From an optimization exercise on the open Yosys and OpenROAD flow, aimed at small area and a short achievable clock period; shortcuts taken in it are not production practice.
No run shown here included a check of the RTL's function; only the layout flow was run.
No activity file was given, so power comes from the tool's default toggle rates.

[flow/constraint.sdc]
create_clock -name core_clock -period 3.0 [get_ports {clk}]
set_input_delay 0.6000 -clock core_clock [delete_from_list [all_inputs] [get_ports {clk}]]
set_output_delay 0.6000 -clock core_clock [all_outputs]
set_load 0.01 [all_outputs]
[flow/config.mk]
export PLATFORM = sky130hd
export DESIGN_NAME = FPM
export DESIGN_NICKNAME = FPM
export VERILOG_FILES = /design/flow/design.v
export SDC_FILE = /design/flow/constraint.sdc
export NUM_CORES = 4
export LEC_CHECK = 0
export CAP_MARGIN = 20
export CORE_MARGIN = 2
export CORE_UTILIZATION = 55
export SETUP_SLACK_MARGIN = 1.0
export SLEW_MARGIN = 20
export SYNTH_HIERARCHICAL = 1
export SYNTH_MINIMUM_KEEP_SIZE = 0
[flow/design.v]
module FPM(A, B, SUM, clk);
  input [31:0] A, B;
  input clk;
  output [31:0] SUM;
  wire       s0_sgn = A[31] ^ B[31];
  wire [7:0] s0_exp = A[30:23] + B[30:23] + 8'h81;
  wire n1 = A[1] & A[0];
  wire n2 = A[1] ^ A[0];
  wire n3 = A[2] & A[1];
  wire n4 = A[2] ^ A[1];
  wire n5 = A[3] & A[2];
  wire n6 = A[3] ^ A[2];
  wire n7 = A[4] & A[3];
  wire n8 = A[4] ^ A[3];
  wire n9 = A[5] & A[4];
  wire n10 = A[5] ^ A[4];
  wire n11 = A[6] & A[5];
  wire n12 = A[6] ^ A[5];
  wire n13 = A[7] & A[6];
  wire n14 = A[7] ^ A[6];
  wire n15 = A[8] & A[7];
  wire n16 = A[8] ^ A[7];
  wire n17 = A[9] & A[8];
  wire n18 = A[9] ^ A[8];
  wire n19 = A[10] & A[9];
  wire n20 = A[10] ^ A[9];
  wire n21 = A[11] & A[10];
  wire n22 = A[11] ^ A[10];
  wire n23 = A[12] & A[11];
  wire n24 = A[12] ^ A[11];
  wire n25 = A[13] & A[12];
  wire n26 = A[13] ^ A[12];
  wire n27 = A[14] & A[13];
  wire n28 = A[14] ^ A[13];
  wire n29 = A[15] & A[14];
  wire n30 = A[15] ^ A[14];
  wire n31 = A[16] & A[15];
  wire n32 = A[16] ^ A[15];
  wire n33 = A[17] & A[16];
  wire n34 = A[17] ^ A[16];
  wire n35 = A[18] & A[17];
  wire n36 = A[18] ^ A[17];
  wire n37 = A[19] & A[18];
  wire n38 = A[19] ^ A[18];
  wire n39 = A[20] & A[19];
  wire n40 = A[20] ^ A[19];
  wire n41 = A[21] & A[20];
  wire n42 = A[21] ^ A[20];
  wire n43 = A[22] & A[21];
  wire n44 = A[22] ^ A[21];
  wire n45 = 1'b1 & A[22];
  wire n46 = 1'b1 ^ A[22];
  wire n47 = n1 | (n2 & 1'b0);
  wire n48 = n2 & A[0];
  wire n49 = n3 | (n4 & n1);
  wire n50 = n4 & n2;
  wire n51 = n5 | (n6 & n3);
  wire n52 = n6 & n4;
  wire n53 = n7 | (n8 & n5);
  wire n54 = n8 & n6;
  wire n55 = n9 | (n10 & n7);
  wire n56 = n10 & n8;
  wire n57 = n11 | (n12 & n9);
  wire n58 = n12 & n10;
  wire n59 = n13 | (n14 & n11);
  wire n60 = n14 & n12;
  wire n61 = n15 | (n16 & n13);
  wire n62 = n16 & n14;
  wire n63 = n17 | (n18 & n15);
  wire n64 = n18 & n16;
  wire n65 = n19 | (n20 & n17);
  wire n66 = n20 & n18;
  wire n67 = n21 | (n22 & n19);
  wire n68 = n22 & n20;
  wire n69 = n23 | (n24 & n21);
  wire n70 = n24 & n22;
  wire n71 = n25 | (n26 & n23);
  wire n72 = n26 & n24;
  wire n73 = n27 | (n28 & n25);
  wire n74 = n28 & n26;
  wire n75 = n29 | (n30 & n27);
  wire n76 = n30 & n28;
  wire n77 = n31 | (n32 & n29);
  wire n78 = n32 & n30;
  wire n79 = n33 | (n34 & n31);
  wire n80 = n34 & n32;
  wire n81 = n35 | (n36 & n33);
  wire n82 = n36 & n34;
  wire n83 = n37 | (n38 & n35);
  wire n84 = n38 & n36;
  wire n85 = n39 | (n40 & n37);
  wire n86 = n40 & n38;
  wire n87 = n41 | (n42 & n39);
  wire n88 = n42 & n40;
  wire n89 = n43 | (n44 & n41);
  wire n90 = n44 & n42;
  wire n91 = n45 | (n46 & n43);
  wire n92 = n46 & n44;
  wire n93 = 1'b0 | (1'b1 & n45);
  wire n94 = 1'b1 & n46;
  wire n95 = 1'b0 | (1'b0 & 1'b0);
  wire n96 = 1'b0 & 1'b1;
  wire n97 = n49 | (n50 & 1'b0);
  wire n98 = n50 & A[0];
  wire n99 = n51 | (n52 & n47);
  wire n100 = n52 & n48;
  wire n101 = n53 | (n54 & n49);
  wire n102 = n54 & n50;
  wire n103 = n55 | (n56 & n51);
  wire n104 = n56 & n52;
  wire n105 = n57 | (n58 & n53);
  wire n106 = n58 & n54;
  wire n107 = n59 | (n60 & n55);
  wire n108 = n60 & n56;
  wire n109 = n61 | (n62 & n57);
  wire n110 = n62 & n58;
  wire n111 = n63 | (n64 & n59);
  wire n112 = n64 & n60;
  wire n113 = n65 | (n66 & n61);
  wire n114 = n66 & n62;
  wire n115 = n67 | (n68 & n63);
  wire n116 = n68 & n64;
  wire n117 = n69 | (n70 & n65);
  wire n118 = n70 & n66;
  wire n119 = n71 | (n72 & n67);
  wire n120 = n72 & n68;
  wire n121 = n73 | (n74 & n69);
  wire n122 = n74 & n70;
  wire n123 = n75 | (n76 & n71);
  wire n124 = n76 & n72;
  wire n125 = n77 | (n78 & n73);
  wire n126 = n78 & n74;
  wire n127 = n79 | (n80 & n75);
  wire n128 = n80 & n76;
  wire n129 = n81 | (n82 & n77);
  wire n130 = n82 & n78;
  wire n131 = n83 | (n84 & n79);
  wire n132 = n84 & n80;
  wire n133 = n85 | (n86 & n81);
  wire n134 = n86 & n82;
  wire n135 = n87 | (n88 & n83);
  wire n136 = n88 & n84;
  wire n137 = n89 | (n90 & n85);
  wire n138 = n90 & n86;
  wire n139 = n91 | (n92 & n87);
  wire n140 = n92 & n88;
  wire n141 = n93 | (n94 & n89);
  wire n142 = n94 & n90;
  wire n143 = n95 | (n96 & n91);
  wire n144 = n96 & n92;
  wire n145 = n101 | (n102 & 1'b0);
  wire n146 = n102 & A[0];
  wire n147 = n103 | (n104 & n47);
  wire n148 = n104 & n48;
  wire n149 = n105 | (n106 & n97);
  wire n150 = n106 & n98;
  wire n151 = n107 | (n108 & n99);
  wire n152 = n108 & n100;
  wire n153 = n109 | (n110 & n101);
  wire n154 = n110 & n102;
  wire n155 = n111 | (n112 & n103);
  wire n156 = n112 & n104;
  wire n157 = n113 | (n114 & n105);
  wire n158 = n114 & n106;
  wire n159 = n115 | (n116 & n107);
  wire n160 = n116 & n108;
  wire n161 = n117 | (n118 & n109);
  wire n162 = n118 & n110;
  wire n163 = n119 | (n120 & n111);
  wire n164 = n120 & n112;
  wire n165 = n121 | (n122 & n113);
  wire n166 = n122 & n114;
  wire n167 = n123 | (n124 & n115);
  wire n168 = n124 & n116;
  wire n169 = n125 | (n126 & n117);
  wire n170 = n126 & n118;
  wire n171 = n127 | (n128 & n119);
  wire n172 = n128 & n120;
  wire n173 = n129 | (n130 & n121);
  wire n174 = n130 & n122;
  wire n175 = n131 | (n132 & n123);
  wire n176 = n132 & n124;
  wire n177 = n133 | (n134 & n125);
  wire n178 = n134 & n126;
  wire n179 = n135 | (n136 & n127);
  wire n180 = n136 & n128;
  wire n181 = n137 | (n138 & n129);
  wire n182 = n138 & n130;
  wire n183 = n139 | (n140 & n131);
  wire n184 = n140 & n132;
  wire n185 = n141 | (n142 & n133);
  wire n186 = n142 & n134;
  wire n187 = n143 | (n144 & n135);
  wire n188 = n144 & n136;
  wire n189 = n153 | (n154 & 1'b0);
  wire n190 = n154 & A[0];
  wire n191 = n155 | (n156 & n47);
  wire n192 = n156 & n48;
  wire n193 = n157 | (n158 & n97);
  wire n194 = n158 & n98;
  wire n195 = n159 | (n160 & n99);
  wire n196 = n160 & n100;
  wire n197 = n161 | (n162 & n145);
  wire n198 = n162 & n146;
  wire n199 = n163 | (n164 & n147);
  wire n200 = n164 & n148;
  wire n201 = n165 | (n166 & n149);
  wire n202 = n166 & n150;
  wire n203 = n167 | (n168 & n151);
  wire n204 = n168 & n152;
  wire n205 = n169 | (n170 & n153);
  wire n206 = n170 & n154;
  wire n207 = n171 | (n172 & n155);
  wire n208 = n172 & n156;
  wire n209 = n173 | (n174 & n157);
  wire n210 = n174 & n158;
  wire n211 = n175 | (n176 & n159);
  wire n212 = n176 & n160;
  wire n213 = n177 | (n178 & n161);
  wire n214 = n178 & n162;
  wire n215 = n179 | (n180 & n163);
  wire n216 = n180 & n164;
  wire n217 = n181 | (n182 & n165);
  wire n218 = n182 & n166;
  wire n219 = n183 | (n184 & n167);
  wire n220 = n184 & n168;
  wire n221 = n185 | (n186 & n169);
  wire n222 = n186 & n170;
  wire n223 = n187 | (n188 & n171);
  wire n224 = n188 & n172;
  wire n225 = n205 | (n206 & 1'b0);
  wire n226 = n206 & A[0];
  wire n227 = n207 | (n208 & n47);
  wire n228 = n208 & n48;
  wire n229 = n209 | (n210 & n97);
  wire n230 = n210 & n98;
  wire n231 = n211 | (n212 & n99);
  wire n232 = n212 & n100;
  wire n233 = n213 | (n214 & n145);
  wire n234 = n214 & n146;
  wire n235 = n215 | (n216 & n147);
  wire n236 = n216 & n148;
  wire n237 = n217 | (n218 & n149);
  wire n238 = n218 & n150;
  wire n239 = n219 | (n220 & n151);
  wire n240 = n220 & n152;
  wire n241 = n221 | (n222 & n189);
  wire n242 = n222 & n190;
  wire n243 = n223 | (n224 & n191);
  wire n244 = n224 & n192;
  wire [25:0] s0_t3 = {(1'b0 ^ n241), (1'b1 ^ n239), (n46 ^ n237), (n44 ^ n235), (n42 ^ n233), (n40 ^ n231), (n38 ^ n229), (n36 ^ n227), (n34 ^ n225), (n32 ^ n203), (n30 ^ n201), (n28 ^ n199), (n26 ^ n197), (n24 ^ n195), (n22 ^ n193), (n20 ^ n191), (n18 ^ n189), (n16 ^ n151), (n14 ^ n149), (n12 ^ n147), (n10 ^ n145), (n8 ^ n99), (n6 ^ n97), (n4 ^ n47), (n2 ^ 1'b0), A[0]};
  wire [24:0] q = {1'b1, B[22:0], 1'b0};
  wire [7:0] s0_m1, s0_m2, s0_m3, s0_m4, s0_neg;
  genvar gi, gj;
  generate for (gi = 0; gi < 8; gi = gi + 1) begin : enc
    wire [3:0] g = q[3*gi+3:3*gi];
    assign s0_neg[gi] = g[3] & ~(g[2] & g[1] & g[0]);
    assign s0_m1[gi] = (g == 4'b0001) | (g == 4'b0010) | (g == 4'b1101) | (g == 4'b1110);
    assign s0_m2[gi] = (g == 4'b0011) | (g == 4'b0100) | (g == 4'b1011) | (g == 4'b1100);
    assign s0_m3[gi] = (g == 4'b0101) | (g == 4'b0110) | (g == 4'b1001) | (g == 4'b1010);
    assign s0_m4[gi] = (g == 4'b0111) | (g == 4'b1000);
  end endgenerate
  reg [22:0] r1_a;
  reg [25:1] r1_t3;
  reg [7:0]  r1_m1, r1_m2, r1_m3, r1_m4, r1_neg;
  reg        r1_sgn;
  reg [7:0]  r1_exp;
  always @(posedge clk) begin
    r1_a <= A[22:0]; r1_t3 <= s0_t3[25:1];
    r1_m1 <= s0_m1; r1_m2 <= s0_m2; r1_m3 <= s0_m3; r1_m4 <= s0_m4; r1_neg <= s0_neg;
    r1_sgn <= s0_sgn; r1_exp <= s0_exp;
  end
  wire [27:0] m1x = {3'b001, r1_a[22:0], 2'b00};      
  wire [25:0] m3x = {r1_t3, r1_a[0]};                   
  wire [25:0] pp [0:7];
  generate for (gi = 0; gi < 8; gi = gi + 1) begin : rw
    for (gj = 0; gj < 26; gj = gj + 1) begin : cl
      assign pp[gi][gj] = ((r1_m1[gi] & m1x[gj+2]) | (r1_m2[gi] & m1x[gj+1]) |
                           (r1_m3[gi] & m3x[gj]) | (r1_m4[gi] & m1x[gj])) ^ r1_neg[gi];
    end
  end endgenerate
  wire n245 = ~r1_neg[0];
  wire n246 = ~r1_neg[1];
  wire n247 = ~r1_neg[2];
  wire n248 = ~r1_neg[3];
  wire n249 = ~r1_neg[4];
  wire n250 = ~r1_neg[5];
  wire n251 = ~r1_neg[6];
  wire n252 = ~r1_neg[7];
  wire n253, n254;
  fpm_fa un253 (r1_neg[1], pp[0][3], pp[1][0], n253, n254);
  wire n255, n256;
  fpm_fa un255 (r1_neg[2], pp[0][6], pp[1][3], n255, n256);
  wire n257, n258;
  fpm_fa un257 (pp[0][7], pp[1][4], pp[2][1], n257, n258);
  wire n259, n260;
  fpm_fa un259 (pp[0][8], pp[1][5], pp[2][2], n259, n260);
  wire n261, n262;
  fpm_fa un261 (r1_neg[3], pp[0][9], pp[1][6], n261, n262);
  wire n263, n264;
  fpm_fa un263 (pp[0][10], pp[1][7], pp[2][4], n263, n264);
  wire n265, n266;
  fpm_fa un265 (pp[0][11], pp[1][8], pp[2][5], n265, n266);
  wire n267, n268;
  fpm_fa un267 (r1_neg[4], pp[0][12], pp[1][9], n267, n268);
  wire n269, n270;
  fpm_fa un269 (pp[2][6], pp[3][3], pp[4][0], n269, n270);
  wire n271, n272;
  fpm_fa un271 (pp[0][13], pp[1][10], pp[2][7], n271, n272);
  wire n273, n274;
  fpm_fa un273 (pp[0][14], pp[1][11], pp[2][8], n273, n274);
  wire n275, n276;
  fpm_fa un275 (r1_neg[5], pp[0][15], pp[1][12], n275, n276);
  wire n277, n278;
  fpm_fa un277 (pp[2][9], pp[3][6], pp[4][3], n277, n278);
  wire n279, n280;
  fpm_fa un279 (pp[0][16], pp[1][13], pp[2][10], n279, n280);
  wire n281, n282;
  fpm_fa un281 (pp[3][7], pp[4][4], pp[5][1], n281, n282);
  wire n283, n284;
  fpm_fa un283 (pp[0][17], pp[1][14], pp[2][11], n283, n284);
  wire n285, n286;
  fpm_fa un285 (pp[3][8], pp[4][5], pp[5][2], n285, n286);
  wire n287, n288;
  fpm_fa un287 (r1_neg[6], pp[0][18], pp[1][15], n287, n288);
  wire n289, n290;
  fpm_fa un289 (pp[2][12], pp[3][9], pp[4][6], n289, n290);
  wire n291, n292;
  fpm_fa un291 (pp[0][19], pp[1][16], pp[2][13], n291, n292);
  wire n293, n294;
  fpm_fa un293 (pp[3][10], pp[4][7], pp[5][4], n293, n294);
  wire n295, n296;
  fpm_fa un295 (pp[0][20], pp[1][17], pp[2][14], n295, n296);
  wire n297, n298;
  fpm_fa un297 (pp[3][11], pp[4][8], pp[5][5], n297, n298);
  wire n299, n300;
  fpm_fa un299 (r1_neg[7], pp[0][21], pp[1][18], n299, n300);
  wire n301, n302;
  fpm_fa un301 (pp[2][15], pp[3][12], pp[4][9], n301, n302);
  wire n303, n304;
  fpm_fa un303 (pp[5][6], pp[6][3], pp[7][0], n303, n304);
  wire n305, n306;
  fpm_fa un305 (pp[0][22], pp[1][19], pp[2][16], n305, n306);
  wire n307, n308;
  fpm_fa un307 (pp[3][13], pp[4][10], pp[5][7], n307, n308);
  wire n309, n310;
  fpm_fa un309 (pp[0][23], pp[1][20], pp[2][17], n309, n310);
  wire n311, n312;
  fpm_fa un311 (pp[3][14], pp[4][11], pp[5][8], n311, n312);
  wire n313, n314;
  fpm_fa un313 (r1_a[0], pp[0][24], pp[1][21], n313, n314);
  wire n315, n316;
  fpm_fa un315 (pp[2][18], pp[3][15], pp[4][12], n315, n316);
  wire n317, n318;
  fpm_fa un317 (pp[5][9], pp[6][6], pp[7][3], n317, n318);
  wire n319, n320;
  fpm_fa un319 (r1_a[1], pp[0][25], pp[1][22], n319, n320);
  wire n321, n322;
  fpm_fa un321 (pp[2][19], pp[3][16], pp[4][13], n321, n322);
  wire n323, n324;
  fpm_fa un323 (pp[5][10], pp[6][7], pp[7][4], n323, n324);
  wire n325, n326;
  fpm_fa un325 (r1_a[2], 1'b1, n245, n325, n326);
  wire n327, n328;
  fpm_fa un327 (pp[1][23], pp[2][20], pp[3][17], n327, n328);
  wire n329, n330;
  fpm_fa un329 (pp[4][14], pp[5][11], pp[6][8], n329, n330);
  wire n331, n332;
  fpm_fa un331 (r1_a[3], 1'b1, pp[1][24], n331, n332);
  wire n333, n334;
  fpm_fa un333 (pp[2][21], pp[3][18], pp[4][15], n333, n334);
  wire n335, n336;
  fpm_fa un335 (pp[5][12], pp[6][9], pp[7][6], n335, n336);
  wire n337, n338;
  fpm_fa un337 (r1_a[4], 1'b1, pp[1][25], n337, n338);
  wire n339, n340;
  fpm_fa un339 (pp[2][22], pp[3][19], pp[4][16], n339, n340);
  wire n341, n342;
  fpm_fa un341 (pp[5][13], pp[6][10], pp[7][7], n341, n342);
  wire n343, n344;
  fpm_fa un343 (r1_a[5], n246, pp[2][23], n343, n344);
  wire n345, n346;
  fpm_fa un345 (pp[3][20], pp[4][17], pp[5][14], n345, n346);
  wire n347, n348;
  fpm_fa un347 (r1_a[6], 1'b1, pp[2][24], n347, n348);
  wire n349, n350;
  fpm_fa un349 (pp[3][21], pp[4][18], pp[5][15], n349, n350);
  wire n351, n352;
  fpm_fa un351 (r1_a[7], 1'b1, pp[2][25], n351, n352);
  wire n353, n354;
  fpm_fa un353 (pp[3][22], pp[4][19], pp[5][16], n353, n354);
  wire n355, n356;
  fpm_fa un355 (r1_a[8], n247, pp[3][23], n355, n356);
  wire n357, n358;
  fpm_fa un357 (pp[4][20], pp[5][17], pp[6][14], n357, n358);
  wire n359, n360;
  fpm_fa un359 (r1_a[9], 1'b1, pp[3][24], n359, n360);
  wire n361, n362;
  fpm_fa un361 (pp[4][21], pp[5][18], pp[6][15], n361, n362);
  wire n363, n364;
  fpm_fa un363 (r1_a[10], 1'b1, pp[3][25], n363, n364);
  wire n365, n366;
  fpm_fa un365 (pp[4][22], pp[5][19], pp[6][16], n365, n366);
  wire n367, n368;
  fpm_fa un367 (r1_a[11], n248, pp[4][23], n367, n368);
  wire n369, n370;
  fpm_fa un369 (pp[5][20], pp[6][17], pp[7][14], n369, n370);
  wire n371, n372;
  fpm_fa un371 (r1_a[12], 1'b1, pp[4][24], n371, n372);
  wire n373, n374;
  fpm_fa un373 (pp[5][21], pp[6][18], pp[7][15], n373, n374);
  wire n375, n376;
  fpm_fa un375 (r1_a[13], 1'b1, pp[4][25], n375, n376);
  wire n377, n378;
  fpm_fa un377 (pp[5][22], pp[6][19], pp[7][16], n377, n378);
  wire n379, n380;
  fpm_fa un379 (r1_a[14], n249, pp[5][23], n379, n380);
  wire n381, n382;
  fpm_fa un381 (r1_a[15], 1'b1, pp[5][24], n381, n382);
  wire n383, n384;
  fpm_fa un383 (r1_a[16], 1'b1, pp[5][25], n383, n384);
  wire n385, n386;
  fpm_fa un385 (r1_a[17], n250, pp[6][23], n385, n386);
  wire n387, n388;
  fpm_fa un387 (r1_a[18], 1'b1, pp[6][24], n387, n388);
  wire n389, n390;
  fpm_fa un389 (r1_a[19], 1'b1, pp[6][25], n389, n390);
  wire n391, n392;
  fpm_fa un391 (r1_a[20], n251, pp[7][23], n391, n392);
  wire n393, n394;
  fpm_fa un393 (r1_a[21], 1'b1, pp[7][24], n393, n394);
  wire n395, n396;
  fpm_fa un395 (r1_a[22], 1'b1, pp[7][25], n395, n396);
  wire n397 = r1_neg[0] & pp[0][0];
  wire n398 = r1_neg[0] | pp[0][0];
  wire n399 = 1'b0 | (pp[0][1] & n397);
  reg [188:0] r2_m;
  reg        r2_sgn;
  reg [7:0]  r2_exp;
  always @(posedge clk) begin
    r2_m <= {n396, n252, 1'b1, n395, n394, n393, n392, n391, n390, n389, n388, pp[7][22], n387, n386, pp[7][21], n385, n384, pp[7][20], n383, n382, pp[7][19], pp[6][22], n381, n380, pp[7][18], pp[6][21], n379, n378, n376, pp[7][17], pp[6][20], n377, n375, n374, n372, n373, n371, n370, n368, n369, n367, n366, n364, n365, n363, n362, n360, pp[7][13], n361, n359, n358, n356, pp[7][12], n357, n355, n354, n352, pp[7][11], n353, n351, n350, n348, pp[7][10], pp[6][13], n349, n347, n346, n344, pp[7][9], pp[6][12], n345, n343, n342, n340, n338, pp[7][8], pp[6][11], n341, n339, n337, n336, n334, n332, n335, n333, n331, n330, n328, n326, n329, n327, n324, n322, n320, pp[7][5], n325, n323, n321, n319, n318, n316, n314, n317, n315, n313, n312, n310, n311, n309, n308, n306, pp[7][2], pp[6][5], n307, n305, n304, n302, n300, pp[7][1], pp[6][4], n303, n301, n299, n298, n296, n297, n295, n294, n292, pp[6][2], n293, n291, n290, n288, pp[6][1], n289, n287, n286, n284, pp[6][0], pp[5][3], n285, n283, n282, n280, n281, n279, n278, n276, n277, n275, n274, pp[5][0], n273, n272, pp[4][2], pp[3][5], n271, n270, n268, pp[4][1], pp[3][4], n269, n267, n266, n265, n264, pp[3][2], n263, n262, pp[3][1], n261, n260, pp[3][0], pp[2][3], n259, n258, n257, n256, n255, pp[2][0], pp[1][2], pp[0][5], n254, pp[1][1], pp[0][4], n253, n399, pp[0][2]};
    r2_sgn <= r1_sgn; r2_exp <= r1_exp;
  end
  wire n401, n402;
  fpm_fa un401 (r2_m[3], r2_m[4], r2_m[5], n401, n402);
  wire n403, n404;
  fpm_fa un403 (r2_m[14], r2_m[15], r2_m[16], n403, n404);
  wire n405, n406;
  fpm_fa un405 (r2_m[18], r2_m[19], r2_m[20], n405, n406);
  wire n407, n408;
  fpm_fa un407 (r2_m[21], r2_m[22], r2_m[23], n407, n408);
  wire n409, n410;
  fpm_fa un409 (r2_m[24], r2_m[25], r2_m[26], n409, n410);
  wire n411, n412;
  fpm_fa un411 (r2_m[27], r2_m[28], r2_m[29], n411, n412);
  wire n413, n414;
  fpm_fa un413 (r2_m[32], r2_m[33], r2_m[34], n413, n414);
  wire n415, n416;
  fpm_fa un415 (r2_m[36], r2_m[37], r2_m[38], n415, n416);
  wire n417, n418;
  fpm_fa un417 (r2_m[40], r2_m[41], r2_m[42], n417, n418);
  wire n419, n420;
  fpm_fa un419 (r2_m[44], r2_m[45], r2_m[46], n419, n420);
  wire n421, n422;
  fpm_fa un421 (r2_m[48], r2_m[49], r2_m[50], n421, n422);
  wire n423, n424;
  fpm_fa un423 (r2_m[51], r2_m[52], r2_m[53], n423, n424);
  wire n425, n426;
  fpm_fa un425 (r2_m[54], r2_m[55], r2_m[56], n425, n426);
  wire n427, n428;
  fpm_fa un427 (r2_m[59], r2_m[60], r2_m[61], n427, n428);
  wire n429, n430;
  fpm_fa un429 (r2_m[64], r2_m[65], r2_m[66], n429, n430);
  wire n431, n432;
  fpm_fa un431 (r2_m[69], r2_m[70], r2_m[71], n431, n432);
  wire n433, n434;
  fpm_fa un433 (r2_m[72], r2_m[73], r2_m[74], n433, n434);
  wire n435, n436;
  fpm_fa un435 (r2_m[76], r2_m[77], r2_m[78], n435, n436);
  wire n437, n438;
  fpm_fa un437 (r2_m[79], r2_m[80], r2_m[81], n437, n438);
  wire n439, n440;
  fpm_fa un439 (r2_m[82], r2_m[83], r2_m[84], n439, n440);
  wire n441, n442;
  fpm_fa un441 (r2_m[87], r2_m[88], r2_m[89], n441, n442);
  wire n443, n444;
  fpm_fa un443 (r2_m[90], r2_m[91], r2_m[92], n443, n444);
  wire n445, n446;
  fpm_fa un445 (r2_m[93], r2_m[94], r2_m[95], n445, n446);
  wire n447, n448;
  fpm_fa un447 (r2_m[96], r2_m[97], r2_m[98], n447, n448);
  wire n449, n450;
  fpm_fa un449 (r2_m[100], r2_m[101], r2_m[102], n449, n450);
  wire n451, n452;
  fpm_fa un451 (r2_m[103], r2_m[104], r2_m[105], n451, n452);
  wire n453, n454;
  fpm_fa un453 (r2_m[106], r2_m[107], r2_m[108], n453, n454);
  wire n455, n456;
  fpm_fa un455 (r2_m[109], r2_m[110], r2_m[111], n455, n456);
  wire n457, n458;
  fpm_fa un457 (r2_m[112], r2_m[113], r2_m[114], n457, n458);
  wire n459, n460;
  fpm_fa un459 (r2_m[115], r2_m[116], r2_m[117], n459, n460);
  wire n461, n462;
  fpm_fa un461 (r2_m[119], r2_m[120], r2_m[121], n461, n462);
  wire n463, n464;
  fpm_fa un463 (r2_m[122], r2_m[123], r2_m[124], n463, n464);
  wire n465, n466;
  fpm_fa un465 (r2_m[125], r2_m[126], r2_m[127], n465, n466);
  wire n467, n468;
  fpm_fa un467 (r2_m[128], r2_m[129], r2_m[130], n467, n468);
  wire n469, n470;
  fpm_fa un469 (r2_m[131], r2_m[132], r2_m[133], n469, n470);
  wire n471, n472;
  fpm_fa un471 (r2_m[136], r2_m[137], r2_m[138], n471, n472);
  wire n473, n474;
  fpm_fa un473 (r2_m[141], r2_m[142], r2_m[143], n473, n474);
  wire n475, n476;
  fpm_fa un475 (r2_m[146], r2_m[147], r2_m[148], n475, n476);
  wire n477, n478;
  fpm_fa un477 (r2_m[150], r2_m[151], r2_m[152], n477, n478);
  wire n479, n480;
  fpm_fa un479 (r2_m[154], r2_m[155], r2_m[156], n479, n480);
  wire n481, n482;
  fpm_fa un481 (r2_m[158], r2_m[159], r2_m[160], n481, n482);
  wire n483, n484;
  fpm_fa un483 (r2_m[163], r2_m[164], r2_m[165], n483, n484);
  wire n485, n486;
  fpm_fa un485 (r2_m[167], r2_m[168], r2_m[169], n485, n486);
  wire n487, n488;
  fpm_fa un487 (r2_m[171], r2_m[172], r2_m[173], n487, n488);
  wire n489, n490;
  fpm_fa un489 (r2_m[174], r2_m[175], r2_m[176], n489, n490);
  wire n491, n492;
  fpm_fa un491 (r2_m[177], r2_m[178], r2_m[179], n491, n492);
  wire n493, n494;
  fpm_fa un493 (r2_m[186], r2_m[187], r2_m[188], n493, n494);
  wire n495, n496;
  fpm_fa un495 (r2_m[6], r2_m[7], n402, n495, n496);
  wire n497, n498;
  fpm_fa un497 (r2_m[30], r2_m[31], n410, n497, n498);
  wire n499, n500;
  fpm_fa un499 (r2_m[35], n412, n413, n499, n500);
  wire n501, n502;
  fpm_fa un501 (r2_m[39], n414, n415, n501, n502);
  wire n503, n504;
  fpm_fa un503 (r2_m[43], n416, n417, n503, n504);
  wire n505, n506;
  fpm_fa un505 (r2_m[47], n418, n419, n505, n506);
  wire n507, n508;
  fpm_fa un507 (n420, n421, n423, n507, n508);
  wire n509, n510;
  fpm_fa un509 (r2_m[57], r2_m[58], n422, n509, n510);
  wire n511, n512;
  fpm_fa un511 (r2_m[62], r2_m[63], n426, n511, n512);
  wire n513, n514;
  fpm_fa un513 (r2_m[67], r2_m[68], n428, n513, n514);
  wire n515, n516;
  fpm_fa un515 (r2_m[75], n430, n431, n515, n516);
  wire n517, n518;
  fpm_fa un517 (n432, n434, n435, n517, n518);
  wire n519, n520;
  fpm_fa un519 (r2_m[85], r2_m[86], n436, n519, n520);
  wire n521, n522;
  fpm_fa un521 (n440, n441, n443, n521, n522);
  wire n523, n524;
  fpm_fa un523 (r2_m[99], n442, n444, n523, n524);
  wire n525, n526;
  fpm_fa un525 (n446, n448, n449, n525, n526);
  wire n527, n528;
  fpm_fa un527 (n450, n452, n453, n527, n528);
  wire n529, n530;
  fpm_fa un529 (r2_m[118], n454, n456, n529, n530);
  wire n531, n532;
  fpm_fa un531 (n458, n460, n461, n531, n532);
  wire n533, n534;
  fpm_fa un533 (n462, n464, n465, n533, n534);
  wire n535, n536;
  fpm_fa un535 (r2_m[134], r2_m[135], n466, n535, n536);
  wire n537, n538;
  fpm_fa un537 (r2_m[139], r2_m[140], n470, n537, n538);
  wire n539, n540;
  fpm_fa un539 (r2_m[144], r2_m[145], n472, n539, n540);
  wire n541, n542;
  fpm_fa un541 (r2_m[149], n474, n475, n541, n542);
  wire n543, n544;
  fpm_fa un543 (r2_m[153], n476, n477, n543, n544);
  wire n545, n546;
  fpm_fa un545 (r2_m[157], n478, n479, n545, n546);
  wire n547, n548;
  fpm_fa un547 (r2_m[161], r2_m[162], n480, n547, n548);
  wire n549, n550;
  fpm_fa un549 (r2_m[166], n482, n483, n549, n550);
  wire n551, n552;
  fpm_fa un551 (r2_m[170], n484, n485, n551, n552);
  wire n553, n554;
  fpm_fa un553 (r2_m[180], r2_m[181], n492, n553, n554);
  wire n555, n556;
  fpm_fa un555 (r2_m[8], r2_m[9], n496, n555, n556);
  wire n557, n558;
  fpm_fa un557 (n424, n425, n509, n557, n558);
  wire n559, n560;
  fpm_fa un559 (n427, n510, n511, n559, n560);
  wire n561, n562;
  fpm_fa un561 (n429, n512, n513, n561, n562);
  wire n563, n564;
  fpm_fa un563 (n438, n439, n519, n563, n564);
  wire n565, n566;
  fpm_fa un565 (n445, n447, n523, n565, n566);
  wire n567, n568;
  fpm_fa un567 (n457, n459, n529, n567, n568);
  wire n569, n570;
  fpm_fa un569 (n468, n469, n535, n569, n570);
  wire n571, n572;
  fpm_fa un571 (n471, n536, n537, n571, n572);
  wire n573, n574;
  fpm_fa un573 (n473, n538, n539, n573, n574);
  wire n575, n576;
  fpm_fa un575 (n481, n547, n546, n575, n576);
  wire n577, n578;
  fpm_fa un577 (n486, n487, n552, n577, n578);
  wire n579, n580;
  fpm_fa un579 (r2_m[182], r2_m[183], n554, n579, n580);
  wire n581 = r2_m[0] & r2_m[1];
  wire n582 = r2_m[0] | r2_m[1];
  wire n583 = 1'b0 | (r2_m[2] & n581);
  wire n585 = 1'b0 | (n401 & n583);
  reg [94:0] r3_m;
  reg        r3_sgn;
  reg [7:0]  r3_exp;
  always @(posedge clk) begin
    r3_m <= {n493, n580, r2_m[185], r2_m[184], n579, n553, n491, n490, n578, n489, n488, n577, n551, n550, n576, n549, n548, n575, n545, n544, n543, n542, n574, n541, n540, n573, n572, n571, n570, n569, n534, n533, n532, n467, n568, n531, n530, n463, n567, n528, n527, n526, n455, n566, n525, n524, n451, n565, n522, n564, n521, n520, n563, n518, n517, n516, n437, n562, n515, n514, n433, n561, n560, n559, n558, n557, n508, n507, n506, n505, n504, n503, n502, n501, n500, n499, n498, n497, n411, n409, n408, n407, n406, n405, n404, n403, r2_m[17], r2_m[13], r2_m[12], n556, r2_m[11], r2_m[10], n555, n585, n495};
    r3_sgn <= r2_sgn; r3_exp <= r2_exp;
  end
  wire n587, n588;
  fpm_fa un587 (r3_m[3], r3_m[4], r3_m[5], n587, n588);
  wire n589, n590;
  fpm_fa un589 (r3_m[34], r3_m[35], r3_m[36], n589, n590);
  wire n591, n592;
  fpm_fa un591 (r3_m[38], r3_m[39], r3_m[40], n591, n592);
  wire n593, n594;
  fpm_fa un593 (r3_m[43], r3_m[44], r3_m[45], n593, n594);
  wire n595, n596;
  fpm_fa un595 (r3_m[48], r3_m[49], r3_m[50], n595, n596);
  wire n597, n598;
  fpm_fa un597 (r3_m[52], r3_m[53], r3_m[54], n597, n598);
  wire n599, n600;
  fpm_fa un599 (r3_m[57], r3_m[58], r3_m[59], n599, n600);
  wire n601, n602;
  fpm_fa un601 (r3_m[61], r3_m[62], r3_m[63], n601, n602);
  wire n603, n604;
  fpm_fa un603 (r3_m[70], r3_m[71], r3_m[72], n603, n604);
  wire n605, n606;
  fpm_fa un605 (r3_m[78], r3_m[79], r3_m[80], n605, n606);
  wire n607, n608;
  fpm_fa un607 (r3_m[84], r3_m[85], r3_m[86], n607, n608);
  wire n609, n610;
  fpm_fa un609 (r3_m[91], r3_m[92], r3_m[93], n609, n610);
  wire n611, n612;
  fpm_fa un611 (r3_m[6], r3_m[7], n588, n611, n612);
  wire n613, n614;
  fpm_ha hn613 (r3_m[8], r3_m[9], n613, n614);
  wire n615, n616;
  fpm_ha hn615 (r3_m[10], r3_m[11], n615, n616);
  wire n617, n618;
  fpm_ha hn617 (r3_m[12], r3_m[13], n617, n618);
  wire n619, n620;
  fpm_ha hn619 (r3_m[14], r3_m[15], n619, n620);
  wire n621, n622;
  fpm_ha hn621 (r3_m[16], r3_m[17], n621, n622);
  wire n623, n624;
  fpm_ha hn623 (r3_m[18], r3_m[19], n623, n624);
  wire n625, n626;
  fpm_ha hn625 (r3_m[20], r3_m[21], n625, n626);
  wire n627, n628;
  fpm_ha hn627 (r3_m[22], r3_m[23], n627, n628);
  wire n629, n630;
  fpm_ha hn629 (r3_m[24], r3_m[25], n629, n630);
  wire n631, n632;
  fpm_ha hn631 (r3_m[26], r3_m[27], n631, n632);
  wire n633, n634;
  fpm_ha hn633 (r3_m[28], r3_m[29], n633, n634);
  wire n635, n636;
  fpm_ha hn635 (r3_m[30], r3_m[31], n635, n636);
  wire n637, n638;
  fpm_ha hn637 (r3_m[32], r3_m[33], n637, n638);
  wire n639, n640;
  fpm_ha hn639 (r3_m[37], n589, n639, n640);
  wire n641, n642;
  fpm_ha hn641 (n590, n591, n641, n642);
  wire n643, n644;
  fpm_fa un643 (r3_m[41], r3_m[42], n592, n643, n644);
  wire n645, n646;
  fpm_fa un645 (r3_m[46], r3_m[47], n594, n645, n646);
  wire n647, n648;
  fpm_ha hn647 (r3_m[51], n595, n647, n648);
  wire n649, n650;
  fpm_ha hn649 (n596, n597, n649, n650);
  wire n651, n652;
  fpm_fa un651 (r3_m[55], r3_m[56], n598, n651, n652);
  wire n653, n654;
  fpm_ha hn653 (r3_m[60], n599, n653, n654);
  wire n655, n656;
  fpm_ha hn655 (n600, n601, n655, n656);
  wire n657, n658;
  fpm_fa un657 (r3_m[64], r3_m[65], n602, n657, n658);
  wire n659, n660;
  fpm_ha hn659 (r3_m[66], r3_m[67], n659, n660);
  wire n661, n662;
  fpm_ha hn661 (r3_m[68], r3_m[69], n661, n662);
  wire n663, n664;
  fpm_fa un663 (r3_m[73], r3_m[74], n604, n663, n664);
  wire n665, n666;
  fpm_ha hn665 (r3_m[75], r3_m[76], n665, n666);
  wire n667, n668;
  fpm_fa un667 (r3_m[81], r3_m[82], n606, n667, n668);
  wire n669, n670;
  fpm_fa un669 (r3_m[87], r3_m[88], n608, n669, n670);
  wire n671 = r3_m[0] & r3_m[1];
  wire n672 = r3_m[0] | r3_m[1];
  wire n673 = 1'b0 | (r3_m[2] & n671);
  wire n675 = 1'b0 | (n587 & n673);
  reg [71:0] r4_m;
  reg        r4_sgn;
  reg [7:0]  r4_exp;
  always @(posedge clk) begin
    r4_m <= {n610, r3_m[94], n609, r3_m[90], n670, r3_m[89], n669, n607, n668, r3_m[83], n667, n605, n666, r3_m[77], n664, n665, n663, n603, n662, n661, n660, n658, n659, n657, n656, n655, n654, n652, n653, n651, n650, n649, n648, n646, n647, n645, n644, n593, n643, n642, n641, n640, n639, n638, n637, n636, n635, n634, n633, n632, n631, n630, n629, n628, n627, n626, n625, n624, n623, n622, n621, n620, n619, n618, n617, n616, n615, n614, n612, n613, n675, n611};
    r4_sgn <= r3_sgn; r4_exp <= r3_exp;
  end
  wire [47:0] n677 = {r4_m[70], r4_m[69], r4_m[68], r4_m[66], r4_m[65], r4_m[64], r4_m[62], r4_m[61], r4_m[60], r4_m[58], r4_m[56], r4_m[55], r4_m[53], r4_m[51], r4_m[49], r4_m[47], r4_m[45], r4_m[43], r4_m[41], r4_m[39], r4_m[37], r4_m[36], r4_m[34], r4_m[32], r4_m[30], r4_m[28], r4_m[26], r4_m[24], r4_m[22], r4_m[20], r4_m[18], r4_m[16], r4_m[14], r4_m[12], r4_m[10], r4_m[8], r4_m[6], r4_m[4], r4_m[2], r4_m[0], 1'b0, 1'b0, 1'b0, 1'b0, 1'b0, 1'b0, 1'b0, 1'b0};
  wire [47:0] n678 = {r4_m[71], 1'b0, 1'b0, r4_m[67], 1'b0, 1'b0, r4_m[63], 1'b0, 1'b0, r4_m[59], r4_m[57], 1'b0, r4_m[54], r4_m[52], r4_m[50], r4_m[48], r4_m[46], r4_m[44], r4_m[42], r4_m[40], r4_m[38], 1'b0, r4_m[35], r4_m[33], r4_m[31], r4_m[29], r4_m[27], r4_m[25], r4_m[23], r4_m[21], r4_m[19], r4_m[17], r4_m[15], r4_m[13], r4_m[11], r4_m[9], r4_m[7], r4_m[5], r4_m[3], r4_m[1], 1'b0, 1'b0, 1'b0, 1'b0, 1'b0, 1'b0, 1'b0, 1'b0};
  wire [7:0] n679 = {1'b0, n677[14:8]} + {1'b0, n678[14:8]};
  wire [8:0] n680 = {1'b0, n677[22:15]} + {1'b0, n678[22:15]};
  wire [6:0] n681 = {1'b0, n677[28:23]} + {1'b0, n678[28:23]};
  wire [6:0] n682 = {1'b0, n677[34:29]} + {1'b0, n678[34:29]};
  wire [6:0] n683 = {1'b0, n677[40:35]} + {1'b0, n678[40:35]};
  wire [7:0] n684 = {1'b0, n677[47:41]} + {1'b0, n678[47:41]};
  reg r5_lg0;
  reg r5_lg1;
  reg r5_lp1;
  reg [5:0] r5_us0;
  reg r5_ug0;
  reg r5_up0;
  reg [5:0] r5_us1;
  reg r5_ug1;
  reg r5_up1;
  reg [5:0] r5_us2;
  reg r5_ug2;
  reg r5_up2;
  reg [6:0] r5_us3;
  reg r5_ug3;
  reg r5_up3;
  reg        r5_sgn;
  reg [7:0]  r5_exp;
  always @(posedge clk) begin
    r5_lg0 <= n679[7];
    r5_lg1 <= n680[8];
    r5_lp1 <= &(n677[22:15] | n678[22:15]);
    r5_us0 <= n681[5:0];
    r5_ug0 <= n681[6];
    r5_up0 <= &(n677[28:23] | n678[28:23]);
    r5_us1 <= n682[5:0];
    r5_ug1 <= n682[6];
    r5_up1 <= &(n677[34:29] | n678[34:29]);
    r5_us2 <= n683[5:0];
    r5_ug2 <= n683[6];
    r5_up2 <= &(n677[40:35] | n678[40:35]);
    r5_us3 <= n684[6:0];
    r5_ug3 <= n684[7];
    r5_up3 <= &(n677[47:41] | n678[47:41]);
    r5_sgn <= r4_sgn; r5_exp <= r4_exp;
  end
  wire n685 = r5_lg1 | (r5_lp1 & r5_lg0);
  wire [5:0] n686;
  assign n686[0] = 1'b1;
  assign n686[1] = &r5_us0[0:0];
  assign n686[2] = &r5_us0[1:0];
  assign n686[3] = &r5_us0[2:0];
  assign n686[4] = &r5_us0[3:0];
  assign n686[5] = &r5_us0[4:0];
  wire [5:0] n687 = r5_us0 ^ ({6{n685}} & n686);
  wire n688 = r5_ug0 | (r5_up0 & n685);
  wire [5:0] n689;
  assign n689[0] = 1'b1;
  assign n689[1] = &r5_us1[0:0];
  assign n689[2] = &r5_us1[1:0];
  assign n689[3] = &r5_us1[2:0];
  assign n689[4] = &r5_us1[3:0];
  assign n689[5] = &r5_us1[4:0];
  wire [5:0] n690 = r5_us1 ^ ({6{n688}} & n689);
  wire n691 = r5_ug1 | (r5_up1 & n688);
  wire [5:0] n692;
  assign n692[0] = 1'b1;
  assign n692[1] = &r5_us2[0:0];
  assign n692[2] = &r5_us2[1:0];
  assign n692[3] = &r5_us2[2:0];
  assign n692[4] = &r5_us2[3:0];
  assign n692[5] = &r5_us2[4:0];
  wire [5:0] n693 = r5_us2 ^ ({6{n691}} & n692);
  wire n694 = r5_ug2 | (r5_up2 & n691);
  wire [6:0] n695;
  assign n695[0] = 1'b1;
  assign n695[1] = &r5_us3[0:0];
  assign n695[2] = &r5_us3[1:0];
  assign n695[3] = &r5_us3[2:0];
  assign n695[4] = &r5_us3[3:0];
  assign n695[5] = &r5_us3[4:0];
  assign n695[6] = &r5_us3[5:0];
  wire [6:0] n696 = r5_us3 ^ ({7{n694}} & n695);
  wire n697 = r5_ug3 | (r5_up3 & n694);
  wire [24:0] n698 = {n696, n693, n690, n687};
  reg [24:0] r6_p;
  reg        r6_sgn;
  reg [7:0]  r6_exp;
  always @(posedge clk) begin
    r6_p <= n698;
    r6_sgn <= r5_sgn; r6_exp <= r5_exp;
  end
  wire [31:0] n699 = {r6_sgn, r6_exp + {7'd0, r6_p[24]}, r6_p[24] ? r6_p[23:1] : r6_p[22:0]};
  reg [31:0] r7_o;
  always @(posedge clk) r7_o <= n699;
  reg [31:0] r8_o;
  always @(posedge clk) r8_o <= r7_o;
  reg [31:0] r9_o;
  always @(posedge clk) r9_o <= r8_o;
  reg [31:0] r10_o;
  always @(posedge clk) r10_o <= r9_o;
  assign SUM = r10_o;
endmodule
module fpm_fa(a, b, c, s, co);
  input a, b, c;
  output s, co;
  assign s = a ^ b ^ c;
  assign co = (a & b) | (a & c) | (b & c);
endmodule
module fpm_ha(a, b, s, co);
  input a, b;
  output s, co;
  assign s = a ^ b;
  assign co = a & b;
endmodule
[flow/run.sh]
#!/bin/bash
# synth_recipe.tcl (not shown) runs the flow's synth.tcl, then flattens the netlist and writes it again
# the make line also repeats each setting of config.mk as NAME=value (left out here)
make -C /OpenROAD-flow-scripts/flow DESIGN_CONFIG=/design/flow/config.mk WORK_HOME=/design/flow/orfs CLKGATE_MAP_FILE= SYNTH_SCRIPT=/design/flow/synth_recipe.tcl finish
==> results of run 1 <==
-- routing by layer --
layer	track usage [%]	up-vias
met1	33.53	8451
met4	9.171	12
met5	0	-
met3	7.250	207
met2	37.38	826
li1	-	8028
-- area by class of cell --
type,instances,area (um2)
inverter,76,285.3
fill,3838,17460
clock inverter,35,520.5
antenna,1,2.502
sequential,684,13730
multi-input combinational,1315,13370
tap,672,840.8
clock buffer,91,1993
timing repair buffer,192,1653
-- synthesized netlist by cell type, types with 3 or more instances --
| library cell | count |
|---|---|
| a21o_1 | 24 |
| a21oi_1 | 43 |
| a221oi_1 | 176 |
| a222oi_1 | 7 |
| a22o_1 | 168 |
| a22oi_1 | 8 |
| a31o_2 | 4 |
| a31oi_1 | 5 |
| and2_1 | 11 |
| and3_1 | 8 |
| and4_1 | 4 |
| buf_1 | 27 |
| clkbuf_1 | 154 |
| dfxtp_1 | 684 |
| fa_1 | 186 |
| ha_1 | 116 |
| inv_1 | 76 |
| mux2_2 | 23 |
| nand2_1 | 45 |
| nand2b_1 | 3 |
| nand3_1 | 27 |
| nand3b_1 | 7 |
| nand4_1 | 6 |
| nor2_1 | 33 |
| nor2b_1 | 14 |
| nor3_1 | 9 |
| nor4_1 | 3 |
| o211ai_1 | 3 |
| o21a_1 | 5 |
| o21ai_0 | 36 |
| o21bai_1 | 10 |
| xnor2_1 | 267 |
| xor2_1 | 24 |
-- critical path, cell delays in order, from the launching register on --
cell	delay [ns]
dfxtp_1	0.48
a22o_1	0.31
a221oi_1	0.34
xnor2_1	0.19
fa_1	0.55
-- stage by stage --
stage | total power, mW | util (%) | worst slack [ns]
2_1_floorplan | 20.07 | - | 0.9264
3_3_place_gp | 23.25 | 59.29 | 0.1903
3_5_place_dp | 23.51 | 59.29 | 0.1094
4_1_cts | 32.77 | 64.64 | 1.001
5_1_grt | 34.73 | 64.98 | 0.9756
6_report | 32.40 | 64.99 | 0.9831
-- state kept, by name, indices dropped and copies added, names as in the netlist, 23 cells and up --
| name | flops |
|---|---|
| r10_o | 32 |
| r1_a | 23 |
| r1_t3 | 25 |
| r2_m | 188 |
| r3_m | 95 |
| r4_m | 72 |
| r6_p | 25 |
| r7_o | 32 |
| r8_o | 32 |
| r9_o | 32 |
-- path summary, 6_finish.rpt --
check,from,end,slack (ns),cells past startpoint
worst max-delay path,r1_t3[20],r2_m[62],0.98,4
worst max register to register,r1_t3[20],r2_m[62],0.98,4
worst min-delay path,A[0],r1_a[0],0.24,1
worst min register to register,r1_exp[4],r2_exp[4],0.32,0
-- Yosys stat by module (local to each module, per instance) --
module	copies in the design	flops+latches	cells	area [um2]
fpm_ha	22	0	1	12.51
fpm_fa	182	0	1	20.02
FPM	1	684	2040	23740
-- cell families (layout without fill, tap and decap cells) --
kind of cell | Yosys count | after routing
multiplexers | 25 | 25
adder cells (fa/ha/maj) | 302 | 302
other | 1 | 17
buffers and inverters | 260 | 394
XOR/XNOR | 291 | 291
AND/OR/NAND/NOR | 177 | 177
flip-flops | 684 | 684
AO/OA/AOI/OAI | 504 | 504
-- where the power goes --
group	total, mW	switching (mW)	internal, mW	leakage [nW]
clock network	9.20	3.52	5.67	1.24
registers	14.9	2.01	12.9	5.77
logic	8.28	4.10	4.18	6.13
total	32.4	9.64	22.8	13.1
-- cells in the final DEF, fill, tap and decap left out, drive strengths merged, types with 6 or more instances in the layout --
cell type | netlist | final
xor2 | 24 | 24
dlygate4sd2 | 0 | 46
dfxtp | 684 | 684
nor2b | 14 | 14
nand3 | 27 | 27
o21bai | 10 | 10
clkinv | 0 | 18
nand3b | 7 | 7
and3 | 8 | 8
conb | 1 | 16
mux2 | 23 | 23
nand2 | 45 | 45
buf | 30 | 96
xnor2 | 267 | 267
nor2 | 33 | 33
a22oi | 8 | 8
a22o | 168 | 168
o21ai | 37 | 37
ha | 116 | 116
clkdlybuf4s50 | 0 | 44
clkbuf | 154 | 91
nand4 | 6 | 6
a21o | 24 | 24
a221oi | 177 | 177
nor3 | 9 | 9
a21oi | 46 | 46
inv | 76 | 79
and2 | 11 | 11
a222oi | 7 | 7
fa | 186 | 186
bufinv | 0 | 11
-- timing repair --
| item | in CTS | in global routing |
|---|---|---|
| buffers inserted | 13 | 0 |
| resized for setup | 81 | 46 |
| pin swaps | 11 | 17 |
| endpoints found under the setup margin | 131 | 43 |
==> metrics.csv, run 1 <==
stage,metric,value,unit
run,Max Cap Viol,0,
clock_network,"Clk Latency, worst-skew pair",0.61,ns
drt,routed wl met3,5890,um
drt,Pre-antenna DRT Iters,7,
placed_design,PortBufs,96,
synthesis,Mapped Cells,2244,
worst_setup_path,WS Path Type,flip-flop to flip-flop,
final_layout,nets,2707,
worst_hold_path,Worst Hold Class,input port to flip-flop,
synthesis,asr flop ratio synth,0,%
worst_setup_path,Crit. End Element,flip-flop,
clock_network,CTS Buf Count,71,
drt,1st-iter DRT viols,1553,
worst_setup_path,crit path max fanout,8,
sta,Max Clock Skew,0.02994,ns
power,Cell Pwr Density,999.9,nW/um2
final_layout,area delta synth->final,17.16,%
placed_design,DP Cell Count,2926,
sta,setup TNS,0,ns
power,VDD IR max,707.9,uV
sta,period utilisation layout,67.23,%
final_layout,Layout Cells excl Fill,3066,
die,FP Rows,82,
die,die height,228.2,um
placed_design,post-DP HPWL,43170,um
die,Die Wd,228.2,um
sta,Final Hold Vio Count,0,
synthesis,"area leader, netlist",dfxtp_1,
clock_network,Max clock buf depth,3,
die,Initial Util,55.47,%
placed_design,GP Congestion,0.8919,
synthesis,YS warnings,7,
drt,top layer in use,met5,
worst_setup_path,WP data required,3.46,ns
sta,Rel. slew slack,47.04,%
final_layout,post-route cell area,32400,um2
drt,DR vias/cell,5.716,
drt,DR WL met2,27770,um
synthesis,Synth top area share,49.51,%
die,Die ar.,52100,um2
global_route,antenna violations before repair,6,
synthesis,Mapped Avg Cell Area,12.33,um2
die,core area,49860,um2
synthesis,Synth area leaders,"dfxtp_1, fa_1, xnor2_1",
synthesis,Synth Area in Compound Gates,14.73,%
worst_setup_path,CP arrival,2.48,ns
clock_network,CTS tree,built,
synthesis,post-synthesis register bit count,684,
clock_network,Worst-path clk slew,0.06,ns
placed_design,Placement Cell Area,29560,um2
synthesis,synth unique cells,57,
drt,final wirelength,63790,um
sta,hold_ws,0.2411,ns
drt,Routed wire per std cell,20.81,um
synthesis,Post-synth top flop,dfxtp_1,
sta,Slew Limit Fails,0,
final_layout,layout cell share with drive strength beyond 1,13.66,%
sta,Final Critical Period,2.017,ns
drt,Routed met1 length,27860,um
sta,Max Fclk,0.4958,GHz
sta,endpoints failing setup,0,
global_route,total grt overflow,0,
synthesis,largest family of logic cells by synthesized area,adder cells,
drt,via count,17520,
synthesis,mux contribution to synthesized area,1.009,%
drt,# DRC,0,
clock_network,H-tree depth,3,
worst_setup_path,Startpoint Class,flip-flop,
synthesis,Post-Synth XOR/XNOR Area,9.215,%
global_route,number of global-route vias before repair,17840,
die,I/O pins,97,
synthesis,"EDFF count, synth",0,
power,leakage,13.13,nW
outcome,outcome,"complete, no violations",
synthesis,register area share after synthesis,49.51,%
drt,DRT antenna net count,0,
synthesis,Synth Area in Adders,18.71,%
synthesis,Synth Area in Simple Gates,3.235,%
global_route,pin count of the biggest net entering global routing,28,
clock_network,Root Driver,clkbuf_16,
sta,Worst-Margin Slew,0.7934,ns
global_route,GRT Total Usage,24.64,%
synthesis,synthesized area,27660,um2
clock_network,clk sinks,684,
global_route,first-pass GRT wire length,100400,um
sta,unrepaired setup endpoints after global routing,true,
clock_network,cts hold-fix bufs,0,
==> run 2: changes to the inputs <==
--- a/flow/config.mk
+++ b/flow/config.mk
@@ -8,6 +8,8 @@
 export CAP_MARGIN = 20
 export CORE_MARGIN = 2
 export CORE_UTILIZATION = 55
+export CTS_CLUSTER_DIAMETER = 100
+export CTS_CLUSTER_SIZE = 32
 export SETUP_SLACK_MARGIN = 1.0
 export SLEW_MARGIN = 20
 export SYNTH_HIERARCHICAL = 1
==> metrics.csv, run 2 <==
stage,metric,value,unit,change
outcome,outcome,"complete, no violations",,
power,Combinational Power Share,30.2,%,+4.6 points
synthesis,"area leader, netlist",dfxtp_1,,
worst_hold_path,Hold EP,r1_a[6],,
final_layout,"commonest non-fill, non-tap cell in the layout",dfxtp_1,,
power,Clk pwr share,15.7,%,-13 points
clock_network,Max clock buf depth,3,,unchanged
worst_hold_path,worst hold start,A[6],,
synthesis,synthesized area,27660,um2,unchanged
synthesis,asr flop ratio synth,0,%,unchanged
clock_network,H-tree depth,1,,-2
placed_design,DP Cell Count,2926,,unchanged
worst_hold_path,Worst Hold Class,input port to flip-flop,,
die,die height,228.2,um,unchanged
die,Die ar.,52100,um2,unchanged
power,sequential share of power,54.1,%,+8.1 points
clock_network,Worst-path clk slew,0.12,ns,+0.06 ns
worst_setup_path,Critical-path top delay cell,clkdlybuf4s50_1,,
final_layout,Layout Cells excl Fill,2968,,-3.2%
sta,Final Hold Vio Count,0,,unchanged
placed_design,PortBufs,96,,unchanged
power,Int Pwr,18.73,mW,-18%
sta,unrepaired setup endpoints after global routing,true,,
synthesis,YS warnings,7,,unchanged
final_layout,"commonest non-fill, non-tap cells in the layout","dfxtp_1, xnor2_1, fa_1, a22o_1, a221oi_1",,
synthesis,register area share after synthesis,49.51,%,unchanged
final_layout,area delta synth->final,10.55,%,
final_layout,nets,2658,,-1.8%
worst_setup_path,r2r startpoint,r1_t3[20],,
sta,Slew Limit Fails,0,,unchanged
drt,# DRC,0,,unchanged
synthesis,most frequent cells after synthesis,"dfxtp_1, xnor2_1, fa_1, a221oi_1, a22o_1",,
final_layout,Multi-input gate area,13330,um2,-0.30%
final_layout,"Most flops, register",r2_m,,
worst_setup_path,Reg2Reg Setup Slack,1.01,ns,+0.03 ns
die,Initial Util,55.47,%,unchanged
sta,endpoints failing setup,0,,unchanged
sta,Max Fclk,0.4945,GHz,-0.27%
sta,hold_ws,0.2319,ns,-0.009195 ns
final_layout,max FFs per register,188,,unchanged
clock_network,"Clk Latency, worst-skew pair",0.61,ns,about the same
final_layout,Finished Core Util,61.32,%,-3.7 points
synthesis,Synth area leaders,"dfxtp_1, fa_1, xnor2_1",,
final_layout,register area,13740,um2,about the same
drt,Pre-antenna DRT Iters,9,,+2
synthesis,Mapped Avg Cell Area,12.33,um2,unchanged
power,VDD IR max,562.5,uV,-21%
final_layout,Largest regs,"r2_m x188, r3_m x95, r4_m x72",,
die,Die Wd,228.2,um,unchanged
synthesis,most frequent cell after synthesis,dfxtp_1,,
synthesis,post-synthesis register bit count,684,,unchanged
worst_hold_path,hold path cells,1,,unchanged
clock_network,CTS Buf Count,26,,-63%
global_route,first-pass GRT wire length,97640,um,-2.8%
global_route,GRT Total Usage,23.70,%,-0.94 points
sta,setup TNS,0,ns,unchanged
placed_design,GP Congestion,0.8919,,unchanged
drt,via count,17110,,-2.4%
final_layout,diodes inserted,0,,-1
global_route,antenna violations before repair,5,,-1
final_layout,FILL cells,4005,,+4.4%
synthesis,Synth top area share,49.51,%,unchanged
die,I/O pins,97,,unchanged
worst_setup_path,"Top cell by count, worst path",a21o_1,,
drt,DRT antenna net count,0,,unchanged
drt,final wirelength,62310,um,-2.3%
power,leakage,12.22,nW,-7.0%
worst_setup_path,WP data required,3.47,ns,about the same
drt,1st-iter DRT viols,1528,,-1.6%
worst_setup_path,WS Path Type,input port to flip-flop,,
drt,Routed wire per std cell,20.99,um,+0.90%
power,Overall Power,27.48,mW,-15%
die,FP Rows,82,,unchanged
placed_design,Place WS,0.1094,ns,unchanged
power,switching power,8.756,mW,-9.1%
clock_network,Root Driver,clkbuf_16,,
sta,Rel. slew slack,43.44,%,-3.6 points
global_route,pin count of the biggest net entering global routing,33,,+18%
final_layout,post-route cell area,30580,um2,-5.6%
worst_setup_path,worst path cell trace,clkdlybuf4s50_1 > ha_4 > a21o_1 > a21o_1 > a21o_1 > or3_1 > mux2i_1 > a311oi_1,,
synthesis,synth unique cells,57,,unchanged
worst_setup_path,Worst R2R Path Depth,4,,unchanged
sta,Max Clock Skew,0.02648,ns,-0.003462 ns
clock_network,clk sinks,684,,unchanged
worst_setup_path,worst r2r dst,r2_m[62],,
worst_setup_path,crit path max fanout,5,,-3
worst_setup_path,Crit. End Element,flip-flop,,
clock_network,CTS tree,built,,
run,Max Cap Viol,0,,unchanged
sta,period utilisation layout,67.41,%,+0.18 points
global_route,total grt overflow,0,,unchanged
worst_setup_path,CP max stage delay,0.54,ns,about the same
clock_network,cts hold-fix bufs,0,,unchanged
worst_setup_path,kind of cell adding the most delay to the critical path,compound AO/OA/AOI/OAI gates,,
sta,Final Critical Period,2.022,ns,+0.005527 ns
placed_design,post-DP HPWL,43170,um,unchanged
die,core area,49860,um2,unchanged
power,Cell Pwr Density,898.8,nW/um2,-10%
worst_setup_path,WP buf/inv,1,,+1
final_layout,layout cell share with drive strength beyond 1,10.10,%,-3.6 points
power,sw frac,31.86,%,+2.1 points
worst_setup_path,Startpoint Class,input port,,
synthesis,Mapped Cells,2244,,unchanged
placed_design,Placement Cell Area,29560,um2,unchanged
sta,Worst-Margin Slew,0.8473,ns,+0.05393 ns
global_route,number of global-route vias before repair,17290,,-3.1%
synthesis,Post-synth top flop,dfxtp_1,,
synthesis,"EDFF count, synth",0,,unchanged
worst_setup_path,CP arrival,2.50,ns,+0.02 ns
sta,Final WS setup,0.9776,ns,-0.005527 ns
drt,DR vias/cell,5.765,,+0.87%
-- run 2: changes by cell type in the layout (fill, tap and decap cells not counted), moves of 2 or more --
cell / change
a221oi_2: -4
a221oi_1: +4
bufinv_16: -11
dfxtp_2: -2
clkbuf_8: -12
clkdlybuf4s50_1: +3
clkbuf_1: -7
ha_4: -2
clkbuf_16: -45
clkinv_2: -15
buf_4: -6
clkinvlp_4: -2
-- run 2: per-module statistics from Yosys, one instance, submodules excluded --
module | flip-flops and latches | cells inside | copies in the design | area (um2)
fpm_fa | 0 | 1 | 182 | 20.02
fpm_ha | 0 | 1 | 22 | 12.51
FPM | 684 | 2040 | 1 | 23740
-- run 2: layout make-up --
cell class / instances / area share, %
Sequential cell: 684 / 44.92
Multi-Input combinational cell: 1315 / 43.61
Timing Repair Buffer: 188 / 5.357
Tap cell: 672 / 2.750
Clock buffer: 27 / 2.210
Inverter: 76 / 0.9330
Clock inverter: 6 / 0.2169
-- run 2: cell families (layout without fill, tap and decap cells) --
kind of cell | count (synthesis) | count (layout) | share of synthesized area, %
DFF | 684 | 684 | 49.51
AOI/OAI and AO/OA | 504 | 504 | 14.73
adders and majority gates | 302 | 302 | 18.71
xor gates and xnor gates | 291 | 291 | 9.215
buffers and inverters | 260 | 297 | 3.574
and+or+nand+nor | 177 | 177 | 3.235
muxes | 25 | 25 | 1.009
other | 1 | 16 | 0.01356
-- run 2: how the worst max path moves through the flow --
stage                     start        end  cells after the start
after floorplan            A[9]  r1_t3[23]                      8
after global placement     A[1]  r1_t3[23]                     10
after detailed placement   A[1]  r1_t3[23]                     10
after CTS                 A[18]  r1_t3[20]                      8
after global routing      A[18]  r1_t3[20]                      8
final                     A[13]  r1_t3[20]                      8
-- run 2: metal layers --
metal  GRT usage (%)  vias to the layer above  part of all wire, %
met5               0                        -                0.090
met4           7.373                        8                  3.0
met3           4.900                      159                  8.6
met2           36.55                      725                   43
met1           33.68                     8336                   45
li1                -                     7884                    -
-- run 2: what timing repair did --
| item | in CTS | in global routing |
|---|---|---|
| pin swaps | 7 | 12 |
| setup endpoints to repair | 135 | 50 |
| gates resized for setup | 78 | 42 |
| setup buffers | 9 | 0 |
-- run 2: power groups by stage --
stage | logic (mW) | clock network [mW] | registers (mW)
floorplan | 5.70 | 0 | 14.4
detailed placement | 8.41 | 0 | 15.1
CTS | 8.40 | 4.50 | 14.9
global route | 9.56 | 4.82 | 15.3
finish | 8.30 | 4.32 | 14.9
global placement | 8.27 | 0 | 15.0

-- port drivers added, routing unchanged --
Ports are ideal in the flow. The routed layouts listed here were re-timed in OpenROAD. Step 1 (the two cells are an assumption about what drives the block):
set clk [get_ports {clk}]
set_driving_cell -lib_cell sky130_fd_sc_hd__clkbuf_16 $clk
set_driving_cell -lib_cell sky130_fd_sc_hd__buf_2 [delete_from_list [all_inputs] $clk]
Step 2 adds t to the input delays and takes it off the output delays; t is the mean of the earliest and latest rising clock arrival at the registers after step 1. Input paths then give back, and output paths get back, about the clock's delay inside the block. Slacks: ideal ports / drivers / drivers and shift; pairs: ideal ports / drivers.
| run | t, ns | setup slack, ns | hold WS [ns] |
|---|---|---|---|
| run 1 | 0.659 | 0.983 / 0.983 / 0.429 | 0.241 / 0.200 / 0.318 |
| run 2 | 0.651 | 0.978 / 1.003 / 0.353 | 0.232 / 0.192 / 0.334 |
After both steps every run listed still meets setup and hold. For run 2, which loses most, drivers alone change the setup slack by +0.025 ns; drivers and shift together by -0.625 ns.
